From an optimization exercise on the open Yosys and OpenROAD flow, aimed at small area, a short achievable clock period and few clock cycles; shortcuts taken in it are not production practice.
The RTL was checked by simulation tests, not by an equivalence proof against the original design.
No activity file was given, so power comes from the tool's default toggle rates.

## oak
// dcache_eddie
module dcache_eddie (
    input   logic           clk,
    input   logic           rst,
    input   logic   [31:0]  ufp_addr,
    input   logic   [3:0]   ufp_rmask,
    input   logic   [3:0]   ufp_wmask,
    output  logic   [31:0]  ufp_rdata,
    input   logic   [31:0]  ufp_wdata,
    output  logic           ufp_resp,
    output  logic   [31:0]  dfp_addr,
    output  logic           dfp_read,
    output  logic           dfp_write,
    input   logic   [255:0] dfp_rdata,
    output  logic   [255:0] dfp_wdata,
    input   logic           dfp_resp
);
    logic [255:0] data  [16];
    logic [24:0]  tag   [16];
    logic [15:0]  valid;
    logic [15:0]  dirty;
    logic [2:0]   plru  [4];
    logic st_idle, st_resp, st_wb, st_rd;
    logic [15:0]  lsel;          
    logic [1:0]   set_q;
    logic [24:0]  dtag_q;        
    logic [255:0] wb_q;          
    logic [31:0]  rdata_q;       
    logic [3:0]   set_oh;
    logic [15:0]  hit16, vict16;
    logic [3:0]   hitw, victw;
    logic         hit, need_wb;
    logic [3:0]   vway [4];
    logic [255:0] wline [4];     
    logic [31:0]  cand  [4];     
    logic [255:0] vline;
    logic [31:0]  hword;
    logic [24:0]  vtag;
    logic [24:0]  tset [4];      
    logic [3:0]   vset, dset;
    always_comb begin
        for (int s = 0; s < 4; s++) set_oh[s] = (ufp_addr[6:5] == s[1:0]);
  ...
==> flow/config.mk <==
export PLATFORM = sky130hd
export DESIGN_NAME = dcache_eddie
export DESIGN_NICKNAME = dcache_eddie
export VERILOG_FILES = /design/flow/design.v
export SDC_FILE = /design/flow/constraint.sdc
export NUM_CORES = 4
export LEC_CHECK = 0
export CAP_MARGIN = 30
export CORE_MARGIN = 2
export CORE_UTILIZATION = 50
export PLACE_DENSITY = 0.6
export SLEW_MARGIN = 45
export SYNTH_MEMORY_MAX_BITS = 16384
==> flow/constraint.sdc <==
create_clock -name core_clock -period 12.0 [get_ports {clk}]
set_input_delay 2.4000 -clock core_clock [delete_from_list [all_inputs] [get_ports {clk}]]
set_output_delay 2.4000 -clock core_clock [all_outputs]
set_load 0.01 [all_outputs]
standard.sh (not shown) runs the stock make flow with config.mk's settings and CLKGATE_MAP_FILE= SYNTH_SCRIPT=/design/flow/synth_recipe.tcl, a recipe that flattens the netlist after the stock synthesis.
==> flow/flow/run.sh <==
#!/bin/bash
# The standard layout (standard.sh), with these changes to how it is made:
# - plain buffers (buf_4) on the ports instead of the delay-cell buffers that
#   buffer_ports picks by default;
# - clock tree: no dummy loads;
# - extra antenna repair after detailed routing (flow/antenna.tcl).
# Each tool's output is in orfs/logs; the make output is in standard.log.
set -euo pipefail
export BUFFER_PORTS_ARGS="-buffer_cell sky130_fd_sc_hd__buf_4"
export SETUP_SLACK_MARGIN=7.8
export CTS_ARGS="-sink_clustering_enable -repair_clock_nets -dont_use_dummy_load"
export POST_DETAIL_ROUTE_TCL="$(pwd)/flow/antenna.tcl"
bash standard.sh > standard.log 2>&1
==> flow/flow/antenna.tcl <==
# Sourced after ORFS's detailed route and its own antenna-repair loop: if
# antenna violations are left, repair them again with a ratio margin and
# congestion allowed, and re-run the detailed router, up to 3 times.
set extra_antenna_iters 0
while { [check_antennas] && $extra_antenna_iters < 3 } {
  repair_antennas -ratio_margin 20 -allow_congestion
  detailed_route {*}$::all_args
  incr extra_antenna_iters
}
oak reached the final stage; the timing, design-rule and antenna checks on its layout passed.
Testbench counts of oak, summed over its fixed seeds: cycles 123,656.
#### Input delta (pine over oak)
Settings: a change of CORE_UTILIZATION from 50 to 35; a change of PLACE_DENSITY from 0.6 to 0.5.
==> flow/flow/run.sh <==
#!/bin/bash
set -euo pipefail
export BUFFER_PORTS_ARGS="-buffer_cell sky130_fd_sc_hd__buf_4"
export SETUP_SLACK_MARGIN=7.8
bash standard.sh > standard.log 2>&1
removed: flow/flow/antenna.tcl
Findings:
- Every run in the comparison, oak and pine, completed the flow with a clean layout.
- pine: total routed wirelength 9.7% above oak
- pine against oak; non-clock buffer count is up by a little under 10%.
- Compared to oak, pine has internal power of the cells about 7% higher.

==> static timing again, ports no longer ideal <==
Ports are ideal in the flow. The routed layouts listed here were re-timed in OpenROAD. Step 1: set_driving_cell puts a clkbuf_16 on clk and a buf_2 on each other input, an assumption about the parent block. Step 2 times the ports against the registers' clock, not the clock port: input delays grow and output delays shrink by t, the midpoint of the rising clock arrivals with the driver on. Slacks: ideal / step 1 / step 2; pairs: ideal / step 1.
| run | t, ns | setup slack, ns | worst hold slack (ns) | worst setup path after step 2 | cell pins on the clock port's net |
|---|---|---|---|---|---|
| oak | 1.174 | 7.199 / 6.910 / 5.736 | 0.477 / 0.477 / 0.477 | input to register | 1 |
| pine | 1.246 | 7.299 / 7.197 / 5.950 | 0.474 / 0.474 / 0.474 | input to register | 1 |
After both steps setup and hold are still met in every run listed. The setup slack of oak, which loses most, moves by -0.289 ns with the drivers and by -1.463 ns with both steps.
